Background: an optimization exercise with open tools, aiming at small area and a short achievable clock period. Do not read the settings as production practice.
Only simulation tests tie the RTL to the original design; equivalence was not proved.
No activity file was given, so power comes from the tool's default toggle rates.

## dwpe_top
module dwpe_top #(
	parameter DW = 32,
	parameter POX = 5,
	parameter KSIZE = 3
)(
	input 					clk,
	input 					rst_n,
	input 					dwpe_ena,
	input [POX*DW-1:0]		pixel_array,
	input [DW-1:0]			weight,
	output[POX*DW-1:0]		result,
	output[POX-1:0]			result_valid
);
export LEC_CHECK = 0
export CAP_MARGIN = 20
export CORE_MARGIN = 2
export CORE_UTILIZATION = 40
export PLACE_DENSITY = 0.6
export SETUP_SLACK_MARGIN = 3.5
export SLEW_MARGIN = 20
export SYNTH_HIERARCHICAL = 1
create_clock -name core_clock -period 9.0 [get_ports {clk}]
run.sh (not shown) runs the stock make flow with config.mk's settings and CLKGATE_MAP_FILE= SYNTH_SCRIPT=/design/flow/synth_recipe.tcl, a recipe that flattens the netlist after the stock synthesis.
The baseline completed without violations.
Change:
==> flow/flow/run.sh (new file) <==
#!/bin/bash
# Layout: the standard ORFS flow, with the port buffers made of plain
# buffers (buf_2 instead of the delay buffer buffer_ports picks by default)
# and sizing free to change a cell's footprint.
set -euo pipefail
bash standard.sh \
	BUFFER_PORTS_ARGS="-buffer_cell sky130_fd_sc_hd__buf_2" \
	MATCH_CELL_FOOTPRINT=0 \
	finish > make.log 2>&1
==> flow/standard.sh (new file) <==
#!/bin/bash
# synth_recipe.tcl (not shown) runs the flow's synth.tcl, then flattens the netlist and writes it again
# the make line also repeats each setting of config.mk as NAME=value (left out here)
make -C /OpenROAD-flow-scripts/flow DESIGN_CONFIG=/design/flow/config.mk WORK_HOME=/design/flow/orfs CLKGATE_MAP_FILE= SYNTH_SCRIPT=/design/flow/synth_recipe.tcl "${@:-finish}"
SETUP_SLACK_MARGIN = 3.0   (was 3.5)
removed: flow/run.sh
Effect: The changed run finished clean; synthesized area does not change; clock skew went up by 21 ps; maximum frequency went down by 6.4%; hold slack gets worse by 5.0 ps; via count went down by 6.8%.
Change:
SETUP_SLACK_MARGIN = 3.5   (was 3.0)
Effect: Core utilization rose by 3.3 points; clock-buffer cell count rose by 6; routed wire length rose by roughly a tenth; global-route usage rose by 2.9 points.
Change:
==> flow/run.sh (new file) <==
#!/bin/bash
# synth_recipe.tcl (not shown) runs the flow's synth.tcl, then flattens the netlist and writes it again
# the make line also repeats each setting of config.mk as NAME=value (left out here)
make -C /OpenROAD-flow-scripts/flow DESIGN_CONFIG=/design/flow/config.mk WORK_HOME=/design/flow/orfs CLKGATE_MAP_FILE= SYNTH_SCRIPT=/design/flow/synth_recipe.tcl finish
SETUP_SLACK_MARGIN = unset   (was 3.5)
removed: flow/flow/run.sh
removed: flow/standard.sh
Setup slack gets worse by 1300 ps.
Register-to-register slack gets worse by 700 ps.
Flip-flop and latch count is unchanged.
Die area is unchanged.
Sequential share of layout area is higher by 0.38 points.
Area after synthesis is unchanged.
Core utilization is lower by 2.6 points.
Final cell count is lower by 3.2%.
Final area is lower by 5.5%.
Change:
==> flow/flow/run.sh (new file) <==
#!/bin/bash
# Layout: the standard ORFS flow, with the port buffers made of plain
# buffers (buf_2 instead of the delay buffer buffer_ports picks by default)
# and sizing free to change a cell's footprint.
set -euo pipefail
bash standard.sh \
	BUFFER_PORTS_ARGS="-buffer_cell sky130_fd_sc_hd__buf_2" \
	MATCH_CELL_FOOTPRINT=0 \
	finish > make.log 2>&1
==> flow/standard.sh (new file) <==
#!/bin/bash
# synth_recipe.tcl (not shown) runs the flow's synth.tcl, then flattens the netlist and writes it again
# the make line also repeats each setting of config.mk as NAME=value (left out here)
make -C /OpenROAD-flow-scripts/flow DESIGN_CONFIG=/design/flow/config.mk WORK_HOME=/design/flow/orfs CLKGATE_MAP_FILE= SYNTH_SCRIPT=/design/flow/synth_recipe.tcl "${@:-finish}"
CAP_MARGIN = 10   (was 20)
SETUP_SLACK_MARGIN = 3.6   (was unset)
SLEW_MARGIN = 10   (was 20)
removed: flow/run.sh
Maximum frequency rose by 23%.
Die area does not change.
Routed wire length rose by 25%.
Clock power decreases by about 7%.
Sequential share of layout area goes down by 0.48 points.
Count of clock-buffer cells in the layout does not change.
Critical path depth fell by 1.
Via count went up by 9.4%.
Total power increases by 8.2%.
Synthesized area does not change.
Change:
==> flow/run.sh (new file) <==
#!/bin/bash
# synth_recipe.tcl (not shown) runs the flow's synth.tcl, then flattens the netlist and writes it again
# the make line also repeats each setting of config.mk as NAME=value (left out here)
make -C /OpenROAD-flow-scripts/flow DESIGN_CONFIG=/design/flow/config.mk WORK_HOME=/design/flow/orfs CLKGATE_MAP_FILE= SYNTH_SCRIPT=/design/flow/synth_recipe.tcl finish
CAP_MARGIN = 20   (was 10)
SETUP_SLACK_MARGIN = 2.5   (was 3.6)
SLEW_MARGIN = 20   (was 10)
removed: flow/flow/run.sh
removed: flow/standard.sh
What happened: Synthesized cell count does not change; cell count fell by 3.1%; power drops by 8.4%; final area decreases by 5.7%; setup slack got worse by 870 ps; synthesized area stays the same; clock skew decreases by 21 ps; first-iteration DRC count shrinks by 28%.

## port drivers added, routing unchanged
How much do the figures lean on ideal ports? The routed layouts below were timed once more, with nothing changed but the port constraints.
Step 1: set_driving_cell puts a clkbuf_16 on clk and a buf_2 on each other input, an assumption about the parent block.
Step 2 times the ports against the registers' clock, not the clock port: input delays grow and output delays shrink by t, the midpoint of the rising clock arrivals with the driver on.
Three values: no drivers, after step 1, after step 2; two values: the first two.
| run | shift t [ns] | setup slack, ns | worst data-port slew with drivers (ns) |
|---|---|---|---|
| the first run | 0.741 | 3.371 / 3.335 / 2.594 | 0.21 |
| the second run | 0.751 | 2.988 / 3.051 / 2.300 | 0.22 |
| the third run | 0.753 | 3.379 / 3.410 / 2.657 | 0.30 |
| the fourth run | 0.732 | 2.113 / 2.159 / 1.427 | 0.24 |
| the fifth run | 0.738 | 3.380 / 3.374 / 2.636 | 0.30 |
| the sixth run | 0.739 | 2.512 / 2.551 / 1.812 | 0.23 |
After both steps setup and hold are still met in every run listed. For the first run, which loses most, drivers alone change the setup slack by -0.036 ns; drivers and shift together by -0.777 ns.
